Background: an optimization exercise with open tools, aiming at small area and a short achievable clock period. Do not read the settings as production practice.
In this exercise RTL edits were held to simulation tests only and were not proved equivalent to the original.

==> flow/design.v (outline; a module is shown in full before it is edited, if it fits) <==
// module fm_mult: 9 lines
// module conv2d: 4710 lines
// module fa3: 4 lines
module conv2d#(
    parameter   CONV_WIDTH      = 'd8 ,
    parameter   CONV_HEIGHT     = 'd8 
)(
    input clk   ,
    input rst_n ,
    input                matrix_vsync ,
    input                matrix_href  ,
    input        [6:0]   matrix_h_cnt       ,
    input        [6:0]   matrix_v_cnt       ,
    input signed [15:0]   conv_bias   ,
    input        [143:0]  fm_data     ,
    input        [143:0]  conv_weight ,
    output reg        [6:0]  conv_h_cnt ,
    output reg        [6:0]  conv_v_cnt ,
    output reg               conv_href  ,
    output reg               conv_vsync ,
    output reg signed [31:0] conv_result
);
  // ...
==> flow/run.sh <==
#!/bin/bash
# synth_recipe.tcl (not shown) runs the flow's synth.tcl, then flattens the netlist and writes it again
# the make line also repeats each setting of config.mk as NAME=value (left out here)
make -C /OpenROAD-flow-scripts/flow DESIGN_CONFIG=/design/flow/config.mk WORK_HOME=/design/flow/orfs CLKGATE_MAP_FILE= SYNTH_SCRIPT=/design/flow/synth_recipe.tcl finish
==> flow/config.mk <==
export PLATFORM = sky130hd
export DESIGN_NAME = conv2d
export DESIGN_NICKNAME = conv2d
export VERILOG_FILES = /design/flow/design.v
export SDC_FILE = /design/flow/constraint.sdc
export NUM_CORES = 4
export LEC_CHECK = 0
export ABC_CLOCK_PERIOD_IN_PS = 5000
export CAP_MARGIN = 20
export CORE_MARGIN = 2
export CORE_UTILIZATION = 55
export SETUP_SLACK_MARGIN = 4.0
export SLEW_MARGIN = 20
export SYNTH_HIERARCHICAL = 1
==> flow/constraint.sdc <==
create_clock -name core_clock -period 10.0 [get_ports {clk}]
set_input_delay 2.0000 -clock core_clock [delete_from_list [all_inputs] [get_ports {clk}]]
set_output_delay 2.0000 -clock core_clock [all_outputs]
set_load 0.01 [all_outputs]
==> metrics.csv, run 1 <==
metric,value,unit
met1_usage,63.1,%
top_layer,met5,
inverters,154,
slew_viol_final,0,
dp.cells,6902,
multi_input_cells,4532,
synthXorXnorAreaFrac,16.2,%
hold_path.class,flip-flop to flip-flop,
muxShareOfSynthArea,0.156,%
use_met3,19.3,%
synth_compound_area_share,14.6,%
num_vias,48100,
status,timing/DRC/antenna clean,
synth_top_cell_by_area,fa_1,
syn_avg_cell_area,10.5,um2
required,10.56,ns
hold_buffers,0,
nWellTaps,1380,
antenna_found_initial,15,
n_sequential_cell,346,
finClkSkew,0.0710,ns
fp.dieW,328,um
top_register,conv_result,
diodes,4,
synth_edf_count,0,
yosys.area_share.simple,6.27,%
cts.repair.resized,122,
cap_violations,0,
stdcell_count,7080,
worst_ep_arrival_time,6.61,ns
finalNetCount,7356,
cts_tree,done,
==> run 2: changes to the inputs <==
==> flow/flow/run.sh (new file) <==
#!/bin/bash
# The standard layout (standard.sh: standard synthesis, floorplan, place, CTS, route,
# finish), except that the port buffers that buffer_ports inserts are
# sky130_fd_sc_hd__buf_2 instead of the delay buffer it picks by default.
# The full make output goes to standard.log here; ORFS's per-step logs stay in orfs/logs/.
set -uo pipefail
export BUFFER_PORTS_ARGS="-buffer_cell sky130_fd_sc_hd__buf_2"
bash standard.sh > standard.log 2>&1
==> flow/standard.sh (new file) <==
#!/bin/bash
# synth_recipe.tcl (not shown) runs the flow's synth.tcl, then flattens the netlist and writes it again
# the make line also repeats each setting of config.mk as NAME=value (left out here)
make -C /OpenROAD-flow-scripts/flow DESIGN_CONFIG=/design/flow/config.mk WORK_HOME=/design/flow/orfs CLKGATE_MAP_FILE= SYNTH_SCRIPT=/design/flow/synth_recipe.tcl "${@:-finish}"
--- a/flow/config.mk
+++ b/flow/config.mk
@@ -11,3 +11,3 @@
 export CORE_UTILIZATION = 55
-export SETUP_SLACK_MARGIN = 4.0
+export SETUP_SLACK_MARGIN = 4
 export SLEW_MARGIN = 20
removed: flow/run.sh
==> run 2 against run 1 <==
  * Worst setup slack improved by 0.047 ns
  * Global-route usage shrank 0.73 points
  * Utilization is 3.0 points lower
  * Synthesized cell count unchanged
  * Worst hold slack lost 0.0018 ns
  * Clock skew is 0.032 ns lower
  * Largest cell class unchanged
==> metrics.csv, run 2 <==
metric,value,unit,change
grt_pass1_vias,45700,,
multi_input_area,48300,um2,
worst_r2r_endpoint,conv_result[31]$_DFF_PN0_,,
hold_viol_final,0,,
r2r-start,cs_c2_4$_DFF_P_,,
die_h,328,um,
synth-seq-cells,346,,
synth_compound_area_share,14.6,%,unchanged
yosysSeqAreaShare,12.6,%,
layout_common_cells,"fa_1, xnor2_1, o22ai_1",,
finalNetCount,7314,,-0.57%
setup_viol,0,,
cp-start-kind,input port,,
numCtsBuffers,42,,
drc,0,,
path_class,input port to flip-flop,,
grt_max_degree,37,,
critPathCapture,cs_c18_8$_DFF_P_,,
worst_setup_path_end_kind,flip-flop,,
via_per_inst,6.71,,
finClkSkew,0.0388,ns,-0.0322 ns
status,timing/DRC/antenna clean,,
required,10.49,ns,-0.07 ns
largest_register_ff_count,32,,
gp_congestion,1.14,,
rsz0062_at_grt,true,,
drt_first_iter_violations,6937,,
first_pass_iters,6,,
grt_pass1_wl,362000,um,
cts_root_buffer,clkbuf_16,,
ant_nets,0,,
yosys_warnings,7,,
synthXorXnorAreaFrac,16.2,%,unchanged
yosys-top-cells-count,"fa_1, xnor2_1, o22ai_1",,
dieArea,108000,um2,
io_pins,370,,
tightest_slew,1.19,ns,
reg2reg_slack,4.42,ns,
core_area,104000,um2,
initial_core_util,55.6,%,
pre_cts_ws,3.00,ns,
yosys-top-cells-area,"fa_1, xnor2_1, dfxtp_1",,
routed_wl,269000,um,
areaGrowthSynthToFinish,8.52,%,
cts_sinks,346,,
fp.dieW,328,um,unchanged
synth_top_cell_by_area,fa_1,,
crit_fanout,36,,
synthAdderAreaFrac,45.8,%,
top_register,conv_result,,
num_rows,118,,
finalSetupTns,0,ns,
antenna_found_initial,16,,+1
nFillCells,8939,,
synth_edf_count,0,,unchanged
synth_top_family_by_area,adder cells,,
hold_path.class,flip-flop to flip-flop,,
synth_cell_types,48,,
layout_commonest_cell,fa_1,,
clk_pin_slew,0.06,ns,
cts_tree,done,,
muxShareOfSynthArea,0.156,%,unchanged
cap_violations,0,,unchanged
syn_inst,5498,,
port_buffers,369,,
fin_crit,6.00,ns,
wl_per_cell,38.2,um,
clockBufferDepth,3,,
synth_most_common_cell,fa_1,,
htreeDepth,2,,
drive_gt1_share,12.6,%,
synthesis.area,57700,um2,
synth_top_area_share,43.1,%,
yosys.area_share.simple,6.27,%,unchanged
seq_area,7250,um2,
grt-ovfl-total,0,,
cp-startpoint,conv_weight[17],,
hold_buffers,0,,unchanged
max_freq,0.167,GHz,
worstRegToRegCells,13,,
slew_headroom,20.4,%,
period_share,60.0,%,
grtUsageTotal,49.9,%,
slew_viol_final,0,,unchanged
synth-main-ff-cell,dfxtp_1,,
worst_ep_arrival_time,6.49,ns,-0.12 ns
num_vias,47200,,-1.8%
clk_latency,0.65,ns,
setup_ws,4.00,ns,
async_flop_share,18.5,%,
hpwl,234000,um,
syn_avg_cell_area,10.5,um2,unchanged
run 2: cell types whose count changed in the layout (fill, tap and decap cells not counted), moves of 27 or more:
| cell | before | now |
|---|---|---|
| buf_2 | 2 | 362 |
| clkdlybuf4s50_1 | 329 | 0 |
| fa_1 | 1188 | 1242 |
| fa_2 | 54 | 0 |
| o22ai_1 | 847 | 880 |
| o22ai_2 | 35 | 2 |
| dlymetal6s2s_1 | 27 | 0 |
run 2: stage by stage:
stage	hold slack, ns	area, um2	std cells	util (%)
global placement	0.332	60300	6881	58.1
finish	0.344	62600	7039	60.4
CTS	0.345	61900	6962	59.6
global route	0.354	62600	7037	60.3
floorplan	0.331	57700	5499	-
detailed placement	0.335	60300	6881	58.1
run 2: repair_timing:
action                     CTS  global route
setup endpoints to repair   38            16
pin swaps                    0             0
setup buffers                3            74
resized for setup           27            19
run 2: worst min-delay path by stage:
stage,startpoint,end,cells past startpoint
finish,conv_v_cnt_r[4]$_DFF_PN0_,conv_v_cnt[4]$_DFF_PN0_,0
global route,conv_h_cnt_r[3]$_DFF_PN0_,conv_h_cnt[3]$_DFF_PN0_,0
CTS,conv_v_cnt_r[4]$_DFF_PN0_,conv_v_cnt[4]$_DFF_PN0_,0
detailed placement,conv_h_cnt_r[0]$_DFF_PN0_,conv_h_cnt[0]$_DFF_PN0_,0
global placement,conv_h_cnt_r[1]$_DFF_PN0_,conv_h_cnt[1]$_DFF_PN0_,0
floorplan,conv_h_cnt_r[0]$_DFF_PN0_,conv_h_cnt[0]$_DFF_PN0_,0
run 2: cell type report:
type	count	share of cell area, %
well taps	1380	2.76
clock inverters	25	0.471
flip-flops and latches	346	11.6
multi-input cells	4531	77.2
inverters	154	0.923
clock buffers	53	1.84
diodes	3	0.0120
repair buffers	547	5.27
run 2: kinds of logic after synthesis:
logic type	Yosys count
AO/OA/AOI/OAI	1385
XOR/XNOR	1071
adder cells (fa/ha/maj)	1370
buffers and inverters	622
flip-flops	346
multiplexers	8
other	1
AND/OR/NAND/NOR	695
run 2: critical path, cell delays in order:
cell and delay [ns]:
buf_2 0.09, buf_4 0.24, ha_1 0.28, nor2b_4 0.18
buf_6 0.23, xnor2_1 0.11, o21ai_0 0.59, fa_1 0.61
fa_1 0.70, fa_1 0.48, fa_1 0.46, fa_1 0.46
run 2: routing by layer:
| layer | wire length, um | up-vias | global-route usage, % |
|---|---|---|---|
| li1 | - | 19100 | - |
| met1 | 96600 | 24100 | 64.7 |
| met2 | 111000 | 3333 | 71.1 |
| met3 | 37000 | 698 | 16.5 |
| met4 | 23900 | 20 | 33.9 |
| met5 | 134 | - | 0 |
run 2: per-module statistics from Yosys, one instance, submodules excluded:
module  times used  cells  flip-flops and latches  area [um2]
fa3           1241      1                       0        20.0
conv2d           1   4257                     346       32900
==> run 3: changes to the inputs <==
--- a/flow/config.mk
+++ b/flow/config.mk
@@ -11,3 +11,3 @@
 export CORE_UTILIZATION = 55
-export SETUP_SLACK_MARGIN = 4
+export SETUP_SLACK_MARGIN = 4.5
 export SLEW_MARGIN = 20
==> run 3 against run 2 <==
  * Critical path depth shrank 3
  * Count of clock-buffer cells in the layout shrank 2
  * Wire length shrank 3.6%
  * Critical path type unchanged
  * Largest cell class unchanged
  * Utilization grew 0.92 points
  * Clock skew shrank 0.0010 ns
  * Die area is the same
  * Synthesized cell count is the same
  * Cell count grew 0.17%
  * Global-route usage shrank 1.6 points
  * Register-to-register slack gained 0.23 ns
==> metrics.csv, run 3 <==
metric,value,unit,change
dieArea,108000,um2,unchanged
die_h,328,um,unchanged
finalNetCount,7314,,unchanged
finalSetupTns,0,ns,unchanged
via_per_inst,6.66,,-0.80%
seq_area,7250,um2,unchanged
utilization,61.3,%,+0.92 points
grt_pass1_vias,46500,,+1.6%
yosysSeqAreaShare,12.6,%,unchanged
initial_core_util,55.6,%,unchanged
synth_edf_count,0,,unchanged
synth-seq-cells,346,,unchanged
grt-ovfl-total,0,,unchanged
slew_viol_final,0,,unchanged
cts_sinks,346,,unchanged
gp_congestion,1.13,,-1.0%
largest_register_ff_count,32,,unchanged
routed_wl,259000,um,-3.6%
clk_pin_slew,0.06,ns,about the same
clockBufferDepth,3,,unchanged
tightest_slew,1.05,ns,-0.133 ns
wl_per_cell,36.7,um,-3.7%
holdPathEnd,conv_h_cnt[0]$_DFF_PN0_,,
synth-main-ff-cell,dfxtp_1,,
final_cell_area,63600,um2,+1.5%
num_vias,47000,,-0.63%
grt_pass1_wl,357000,um,-1.6%
synth_most_common_cell,fa_1,,
grtUsageMet2,69.3,%,-1.8 points
cts_tree,done,,
cp-start-kind,input port,,
worst_setup_path_end_kind,flip-flop,,
antenna_found_initial,15,,-1
r2r-start,cs_c1_1$_DFF_P_,,
drc,0,,unchanged
status,timing/DRC/antenna clean,,
yosys_warnings,7,,unchanged
worst_ep_arrival_time,6.02,ns,-0.47 ns
grtUsageTotal,48.3,%,-1.6 points
num_rows,118,,unchanged
drt_first_iter_violations,6167,,-11%
finClkSkew,0.0378,ns,-0.000998 ns
first_pass_iters,8,,+2
yosys-top-cells-count,"fa_1, xnor2_1, o22ai_1",,
synth_cell_types,48,,unchanged
ant_nets,0,,unchanged
hpwl,226000,um,-3.5%
synthesis.area,57700,um2,unchanged
reg2reg_slack,4.65,ns,+0.23 ns
cap_violations,0,,unchanged
core_area,104000,um2,unchanged
grt_max_degree,65,,+76%
worst_r2r_endpoint,conv_result[31]$_DFF_PN0_,,
required,10.51,ns,+0.02 ns
io_pins,370,,unchanged
min_path_cells,0,,unchanged
rsz0062_at_grt,true,,
setup_viol,0,,unchanged
slew_headroom,29.1,%,+8.7 points
period_share,55.1,%,-4.9 points
layout_commonest_cell,fa_1,,
top_usage_layer,met2,,
numCtsBuffers,43,,+2.4%
yosys-top-cells-area,"fa_1, xnor2_1, dfxtp_1",,
fp.dieW,328,um,unchanged
max_freq,0.182,GHz,+8.9%
use_met3,13.8,%,-2.7 points
nFillCells,8767,,-1.9%
syn_avg_cell_area,10.5,um2,unchanged
async_flop_share,18.5,%,unchanged
crit_fanout,31,,-14%
synth_top_area_share,43.1,%,unchanged
hold_viol_final,0,,unchanged
areaGrowthSynthToFinish,10.2,%,
htreeDepth,2,,unchanged
syn_inst,5498,,unchanged
stdcell_count,7051,,+0.17%
port_buffers,369,,unchanged
cts_root_buffer,clkbuf_16,,
place_area,60700,um2,+0.73%
dp.cells,6889,,+0.12%
synth_top_cell_by_area,fa_1,,
worstRegToRegCells,13,,unchanged
multi_input_area,48900,um2,+1.2%
hold_path.class,flip-flop to flip-flop,,
drive_gt1_share,15.6,%,+3.0 points
met1_usage,61.7,%,-3.0 points
fin_crit,5.51,ns,-0.488 ns
layout_common_cells,"fa_1, xnor2_1, o22ai_1",,
top_register,conv_result,,
hold_start,conv_h_cnt_r[0]$_DFF_PN0_,,
path_class,input port to flip-flop,,
clk_latency,0.65,ns,about the same
==> run 3: cell counts after synthesis <==
No cell type changed its count.
==> run 3: metrics by stage <==
stage / setup slack, ns / hold slack (ns)
2_1_floorplan: 4.39 / 0.331
3_3_place_gp: 3.05 / 0.331
3_5_place_dp: 3.08 / 0.335
4_1_cts: 4.48 / 0.348
5_1_grt: 4.49 / 0.353
6_report: 4.49 / 0.347
==> run 3: critical path, stage by stage <==
cell	delay (ns)
buf_2	0.36
nand2_1	0.16
o21ai_0	0.81
fa_1	0.62
fa_2	0.39
fa_2	0.47
fa_2	0.41
fa_2	0.36
fa_1	0.43
==> run 3: cell type report <==
cell class	instances	area share [%]
clock inverters	28	0.468
well taps	1380	2.72
diodes	15	0.0590
inverters	154	1.03
flip-flops and latches	346	11.4
clock buffers	51	1.77
repair buffers	546	5.68
multi-input cells	4531	76.9
==> run 3: per-module statistics from Yosys (local to each module, per instance) <==
module | cell area, um2 | flip-flops and latches | cells inside
conv2d | 32900 | 346 | 4257
fa3 | 20.0 | 0 | 1
==> run 3: repair_timing <==
action                                  4_1_cts  5_1_grt
pin swaps                                     3        6
gates resized for setup                      57      138
endpoints found under the setup margin      105       45
hold buffers                                  0        0
setup buffers                                27       41
==> run 3: cell families (layout without fill, tap and decap cells) <==
| kind of cell | count (synthesis) | in the layout | synth area share, % |
|---|---|---|---|
| xor gates and xnor gates | 1071 | 1071 | 16.2 |
| AOI/OAI and AO/OA | 1385 | 1385 | 14.6 |
| DFF | 346 | 346 | 12.6 |
| adders and majority gates | 1370 | 1370 | 45.8 |
| other | 1 | 17 | 0.00650 |
| buffers and inverters | 622 | 779 | 4.33 |
| muxes | 8 | 8 | 0.156 |
| and+or+nand+nor | 695 | 695 | 6.27 |
==> run 3: worst max path at each step <==
stage / to / cells after the start / start
after floorplan: cs_c17_7$_DFF_P_ / 11 / conv_weight[13]
after global placement: cs_c18_7$_DFF_P_ / 10 / conv_weight[33]
after detailed placement: cs_c17_7$_DFF_P_ / 10 / conv_weight[129]
after CTS: cs_c22_4$_DFF_P_ / 9 / conv_weight[5]
after global routing: cs_c19_8$_DFF_P_ / 12 / conv_weight[129]
final: cs_c18_8$_DFF_P_ / 9 / conv_weight[128]
==> run 3: routing by layer <==
metal / wire length, um / vias to the layer above
met3: 33400 / 775
met5: 81 / -
met1: 92200 / 23900
met4: 25400 / 14
met2: 108000 / 3175
li1: - / 19100
==> run 4: changes to the inputs <==
--- a/flow/config.mk
+++ b/flow/config.mk
@@ -7,3 +7,2 @@
 export LEC_CHECK = 0
-export ABC_CLOCK_PERIOD_IN_PS = 5000
 export CAP_MARGIN = 20
@@ -11,3 +10,3 @@
 export CORE_UTILIZATION = 55
-export SETUP_SLACK_MARGIN = 4.5
+export SETUP_SLACK_MARGIN = 5.0
 export SLEW_MARGIN = 20
==> run 4 against run 3 <==
  * Worst hold slack lost 0.00063 ns
  * Die area is the same
  * Global-route usage grew 3.2 points
==> metrics.csv, run 4 <==
metric,value,unit,change
wl_per_cell,38.5,um,+4.7%
antenna_found_initial,16,,+1
slowest_delay,0.59,ns,-0.22 ns
path_cells,buf_2 -> nand2_1 -> o21ai_1 -> fa_2 -> fa_2 -> fa_2 -> fa_2 -> fa_2 -> fa_2,,
clockBufferDepth,3,,unchanged
slew_viol_final,0,,unchanged
synth_top_family_by_area,adder cells,,
max_freq,0.185,GHz,+1.8%
finalNetCount,7823,,+7.0%
yosys_warnings,7,,unchanged
via_per_inst,6.91,,+3.8%
io_pins,370,,unchanged
async_flop_share,18.5,%,unchanged
synth-seq-cells,346,,unchanged
fin_crit,5.41,ns,-0.0968 ns
cts_sinks,346,,unchanged
areaGrowthSynthToFinish,33.8,%,
tightest_slew,1.05,ns,+0.000104 ns
reg2reg_slack,4.99,ns,+0.34 ns
setup_viol,0,,unchanged
finClkSkew,0.0305,ns,-0.00726 ns
hold_path.class,flip-flop to flip-flop,,
cp-startpoint,conv_weight[32],,
cp-start-kind,input port,,
dp.cells,6862,,-0.39%
yosys.area_share.simple,6.27,%,unchanged
hold_viol_final,0,,unchanged
worst_r2r_endpoint,conv_result[29]$_DFF_PN0_,,
worst_setup_path_end_kind,flip-flop,,
place_area,63000,um2,+3.6%
path_class,input port to flip-flop,,
worst_ep_arrival_time,5.97,ns,-0.05 ns
synth_top_cell_by_area,fa_1,,
initial_core_util,55.6,%,unchanged
stdcell_count,7553,,+7.1%
num_rows,118,,unchanged
ant_nets,0,,unchanged
syn_inst,5498,,unchanged
die_h,328,um,unchanged
r2r-start,cs_c24_0$_DFF_P_,,
drt_first_iter_violations,7475,,+21%
grt_pass1_vias,50200,,+8.0%
grt-ovfl-total,0,,unchanged
clk_latency,0.63,ns,-0.02 ns
core_area,104000,um2,unchanged
synth_edf_count,0,,unchanged
htreeDepth,2,,unchanged
routed_wl,291000,um,+12%
numCtsBuffers,40,,-7.0%
multi_input_area,56200,um2,+15%
muxShareOfSynthArea,0.156,%,unchanged
slew_headroom,29.1,%,about the same
cp_slowest_cell,fa_2,,
grt_pass1_wl,379000,um,+6.3%
first_pass_iters,10,,+2
drive_gt1_share,42.6,%,+27 points
cts_root_buffer,clkbuf_16,,
largest_register_ff_count,32,,unchanged
grtUsageTotal,51.5,%,+3.2 points
crit_fanout,31,,unchanged
final_cell_area,77200,um2,+21%
layout_common_cells,"xnor2_1, fa_1, fa_2",,
seq_area,7250,um2,about the same
critPathCapture,cs_c18_8$_DFF_P_,,
fp.dieW,328,um,unchanged
synthAdderAreaFrac,45.8,%,unchanged
finalSetupTns,0,ns,unchanged
cap_violations,0,,unchanged
yosys-top-cells-area,"fa_1, xnor2_1, dfxtp_1",,
synth_cell_types,48,,unchanged
clk_pin_slew,0.06,ns,about the same
dieArea,108000,um2,unchanged
synthesis.area,57700,um2,unchanged
nFillCells,6807,,-22%
hpwl,230000,um,+2.1%
yosysSeqAreaShare,12.6,%,unchanged
num_vias,52200,,+11%
syn_avg_cell_area,10.5,um2,unchanged
cts_tree,done,,
status,timing/DRC/antenna clean,,
required,10.56,ns,+0.05 ns
synth_most_common_cell,fa_1,,
worstRegToRegCells,13,,unchanged
layout_commonest_cell,xnor2_1,,
rsz0062_at_grt,true,,
synth-main-ff-cell,dfxtp_1,,
synth_top_area_share,43.1,%,unchanged
drc,0,,unchanged
port_buffers,369,,unchanged
gp_congestion,1.09,,-3.5%
grt_max_degree,65,,unchanged
top_register,conv_result,,
synthXorXnorAreaFrac,16.2,%,unchanged
period_share,54.1,%,-0.97 points
synth_compound_area_share,14.6,%,unchanged
crit_path_frequent_cell,fa_2,,
yosys-top-cells-count,"fa_1, xnor2_1, o22ai_1",,
## run 4: cell counts after synthesis
No cell type changed its count.
## run 4: worst min path at each step
stage	cells past startpoint	endpoint	start	slack, ns
2_1_floorplan	0	conv_h_cnt[0]$_DFF_PN0_	conv_h_cnt_r[0]$_DFF_PN0_	0.33
3_3_place_gp	0	conv_v_cnt[0]$_DFF_PN0_	conv_v_cnt_r[0]$_DFF_PN0_	0.33
3_5_place_dp	0	conv_h_cnt[1]$_DFF_PN0_	conv_h_cnt_r[1]$_DFF_PN0_	0.34
4_1_cts	0	conv_v_cnt[2]$_DFF_PN0_	conv_v_cnt_r[2]$_DFF_PN0_	0.35
5_1_grt	0	conv_v_cnt[3]$_DFF_PN0_	conv_v_cnt_r[3]$_DFF_PN0_	0.36
6_report	0	conv_href$_DFF_PN0_	matrix_href_r$_DFF_PN0_	0.35
## run 4: cell families (layout without fill, tap and decap cells)
logic type,after synthesis,after routing
other,1,15
xor gates and xnor gates,1071,1071
AOI/OAI and AO/OA,1385,1386
buffers and inverters,622,1282
DFF,346,346
and+or+nand+nor,695,695
muxes,8,8
adders and majority gates,1370,1370
## run 4: area by class of cell
| type | instances | area share [%] |
|---|---|---|
| flip-flops and latches | 346 | 9.39 |
| clock inverters | 22 | 0.377 |
| clock buffers | 49 | 1.38 |
| inverters | 154 | 1.06 |
| well taps | 1380 | 2.24 |
| diodes | 13 | 0.0421 |
| multi-input cells | 4532 | 72.7 |
| repair buffers | 1055 | 12.8 |
| repair inverters | 2 | 0.0162 |
## run 4: per-stage QoR
stage | setup slack [ns] | utilization [%] | hold slack (ns)
6_report | 4.59 | 74.4 | 0.347
5_1_grt | 4.61 | 74.4 | 0.357
4_1_cts | 4.75 | 68.7 | 0.348
3_5_place_dp | 3.10 | 60.7 | 0.337
3_3_place_gp | 3.11 | 60.6 | 0.332
2_1_floorplan | 4.39 | - | 0.331
## run 4: repair_timing
item / CTS / global route
buffers inserted: 357 / 219
setup endpoints to repair: 185 / 107
hold buffers: 0 / 0
pin swaps: 272 / 340
gates cloned: 17 / 14
resized for setup: 791 / 704
## run 4: Yosys stat by module (local to each module, per instance)
module | area [um2] | flops+latches | cells
fa3 | 20.0 | 0 | 1
conv2d | 32900 | 346 | 4257
## run 4: worst max-delay path: cells and delay by family
| kind | cells | cell delay [ns] |
|---|---|---|
| AO/OA/AOI/OAI | 1 | 0.48 |
| adder cells (fa/ha/maj) | 6 | 2.90 |
| buffers and inverters | 1 | 0.38 |
| AND/OR/NAND/NOR | 1 | 0.18 |
## run 4: layer usage
| layer | GRT usage (%) | share of wire, % | up-vias | wire [um] |
|---|---|---|---|---|
| met5 | 0.843 | 0.11 | - | 323 |
| met4 | 39.4 | 11 | 22 | 32600 |
| met3 | 20.6 | 15 | 1320 | 44000 |
| met2 | 72.1 | 40 | 4518 | 117000 |
| met1 | 63.5 | 33 | 26200 | 96700 |
| li1 | - | - | 20200 | - |
==> run 5: changes to the inputs <==
--- a/flow/config.mk
+++ b/flow/config.mk
@@ -10,3 +10,3 @@
 export CORE_UTILIZATION = 55
-export SETUP_SLACK_MARGIN = 5.0
+export SETUP_SLACK_MARGIN = 4.6
 export SLEW_MARGIN = 20
==> run 5 against run 4 <==
  * Still clean
  * Synthesized cell count stayed put
  * Worst setup slack worse by 0.063 ns
  * Final area decreased by 16%
  * Fmax is 1.1% lower
  * Via count fell by 9.1%
  * Non-clock buffer count down 446
  * Global-route usage decreased by 2.7 points
  * Cell count decreased by 5.9%
  * Highest routed layer unchanged
==> metrics.csv, run 5 <==
metric,value,unit,change
yosys_warnings,7,,unchanged
ant_nets,0,,unchanged
via_per_inst,6.68,,-3.4%
largest_register_ff_count,32,,unchanged
drive_gt1_share,18.0,%,-25 points
drc,0,,unchanged
clk_latency,0.66,ns,+0.03 ns
yosysSeqAreaShare,12.6,%,unchanged
worst_ep_arrival_time,5.98,ns,about the same
grtUsageTotal,48.7,%,-2.7 points
clockBufferDepth,3,,unchanged
async_flop_share,18.5,%,unchanged
syn_avg_cell_area,10.5,um2,unchanged
die_h,328,um,unchanged
hpwl,226000,um,-1.7%
finClkSkew,0.0414,ns,+0.0109 ns
routed_wl,262000,um,-9.7%
grt_pass1_vias,46800,,-6.7%
num_rows,118,,unchanged
grt_max_degree,55,,-15%
finalNetCount,7379,,-5.7%
grt_pass1_wl,359000,um,-5.3%
nFillCells,8593,,+26%
numCtsBuffers,42,,+5.0%
slowest_delay,0.57,ns,-0.02 ns
io_pins,370,,unchanged
slew_viol_final,0,,unchanged
cp_slowest_cell,fa_1,,
hold_buffers,0,,unchanged
areaGrowthSynthToFinish,11.8,%,
synth_top_cell_by_area,fa_1,,
path_cells,buf_4 -> ha_1 -> nor2b_4 -> buf_4 -> xnor2_1 -> o22ai_1 -> fa_1 -> fa_2 -> fa_1 -> fa_2 -> fa_2 -> fa_1,,
fp.dieW,328,um,unchanged
path_class,input port to flip-flop,,
synth_cell_types,48,,unchanged
worst_setup_path_end_kind,flip-flop,,
cts_sinks,346,,unchanged
yosys-top-cells-area,"fa_1, xnor2_1, dfxtp_1",,
grt-ovfl-total,0,,unchanged
hold_path.class,flip-flop to flip-flop,,
synth_edf_count,0,,unchanged
period_share,54.7,%,+0.63 points
syn_inst,5498,,unchanged
required,10.50,ns,-0.06 ns
first_pass_iters,8,,-2
critPathTopFamily,adder cells,,
synth-seq-cells,346,,unchanged
synth-main-ff-cell,dfxtp_1,,
max_freq,0.183,GHz,-1.1%
num_vias,47500,,-9.1%
htreeDepth,2,,unchanged
slew_headroom,6.12,%,-23 points
timing.critical_path.buf_inv,2,,+1
core_area,104000,um2,unchanged
drt_first_iter_violations,6321,,-15%
fin_crit,5.47,ns,+0.0629 ns
utilization,62.2,%,-12 points
fin_hold_ws,0.345,ns,-0.00118 ns
rsz0062_at_grt,true,,
clk_pin_slew,0.06,ns,about the same
synthesis.area,57700,um2,unchanged
synth_most_common_cell,fa_1,,
synth_top_area_share,43.1,%,unchanged
crit_fanout,36,,+16%
cap_violations,0,,unchanged
dieArea,108000,um2,unchanged
initial_core_util,55.6,%,unchanged
hold_viol_final,0,,unchanged
port_buffers,369,,unchanged
tightest_slew,1.40,ns,+0.345 ns
gp_congestion,1.10,,+1.3%
status,timing/DRC/antenna clean,,
layout_commonest_cell,fa_1,,
wl_per_cell,36.9,um,-4.1%
setup_viol,0,,unchanged
finalSetupTns,0,ns,unchanged
cts_root_buffer,clkbuf_16,,
antenna_found_initial,14,,-2
cp-start-kind,input port,,
cts_tree,done,,
layout_common_cells,"fa_1, xnor2_1, o22ai_1",,
yosys-top-cells-count,"fa_1, xnor2_1, o22ai_1",,
pre_cts_ws,3.10,ns,-0.00182 ns
top_register,conv_result,,
setup_ws,4.53,ns,-0.0629 ns
==> run 5: cell counts after synthesis <==
No cell type changed its count.
==> run 5: layer usage <==
layer,track usage (%),routed length [um],vias to the layer above
li1,-,-,19300
met1,60.9,93500,24200
met2,71.5,111000,3222
met3,16.1,34000,826
met4,33.9,24000,14
met5,0,92,-
==> run 5: metrics by stage <==
stage	cell area (um2)	cells
3_3_place_gp	60800	6881
5_1_grt	64500	7105
3_5_place_dp	60900	6882
4_1_cts	63300	7025
2_1_floorplan	59000	5499
6_report	64500	7111
==> run 5: modules after synthesis, one instance, submodules excluded <==
module  flip-flops and latches  cell area [um2]
fa3                          0             20.0
conv2d                     346            32900
==> run 5: timing repair <==
action                     4_1_cts  5_1_grt
setup endpoints to repair      144       60
gates resized for setup        124      154
gates cloned                     0        3
buffers inserted                68       70
pin swaps                        6        9
==> run 5: worst paths after layout <==
check	startpoint	to	slack (ns)	cells after the start
setup reg to reg	cs_c3_2$_DFF_P_	conv_result[31]$_DFF_PN0_	4.68	13
min in group asynchronous	rst_n	conv_v_cnt[5]$_DFF_PN0_	1.23	1
hold / removal	conv_v_cnt_r[1]$_DFF_PN0_	conv_v_cnt[1]$_DFF_PN0_	0.35	0
max in group asynchronous	rst_n	conv_result[0]$_DFF_PN0_	7.82	2
setup / recovery	conv_weight[1]	cs_c19_8$_DFF_P_	4.53	12
hold reg to reg	conv_v_cnt_r[1]$_DFF_PN0_	conv_v_cnt[1]$_DFF_PN0_	0.35	0
==> run 5: logic make-up after synthesis <==
group | count (synthesis) | synth area share (%)
compound gates | 1385 | 14.6
fa+ha+maj | 1370 | 45.8
xor+xnor | 1071 | 16.2
simple gates | 695 | 6.27
buf+inv | 622 | 4.33
flops | 346 | 12.6
mux | 8 | 0.156
other cells | 1 | 0.00650
==> run 5: layout make-up <==
cell class,instances,area (um2),area share [%]
flip-flops and latches,346,7250,11.2
clock inverters,16,225,0.349
repair buffers,609,4160,6.45
inverters,154,706,1.09
diodes,13,32.5,0.0504
multi-input cells,4533,49300,76.3
repair inverters,1,5.00,0.00775
well taps,1380,1730,2.68
clock buffers,59,1180,1.82

[afterwards: timing with drivers on the ports]
In the flow no input, the clock included, has a driving cell. The finished layouts below were timed again as built, in two steps.
Step 1 sets driving cells, clkbuf_16 on the clock port and buf_2 on the other inputs (assumed; they add their load-dependent delay and slew).
Step 2 times the ports against the registers' clock, not the clock port: input delays grow and output delays shrink by t, the midpoint of the rising clock arrivals with the driver on.
Three values: no drivers, after step 1, after step 2; two values: the first two.
run | t (ns) | slack for setup (ns) | hold slack, ns
run 1 | 0.712 | 3.956 / 3.969 / 3.258 | 0.346 / 0.346 / 0.346
run 2 | 0.711 | 4.003 / 4.060 / 3.349 | 0.344 / 0.344 / 0.344
run 3 | 0.706 | 4.491 / 4.547 / 3.841 | 0.347 / 0.347 / 0.347
run 4 | 0.691 | 4.588 / 4.637 / 3.946 | 0.347 / 0.347 / 0.347
run 5 | 0.714 | 4.525 / 4.562 / 3.848 | 0.345 / 0.345 / 0.345
After both steps setup and hold are still met in every run listed. For run 1, which loses most, drivers alone change the setup slack by +0.013 ns; drivers and shift together by -0.698 ns.
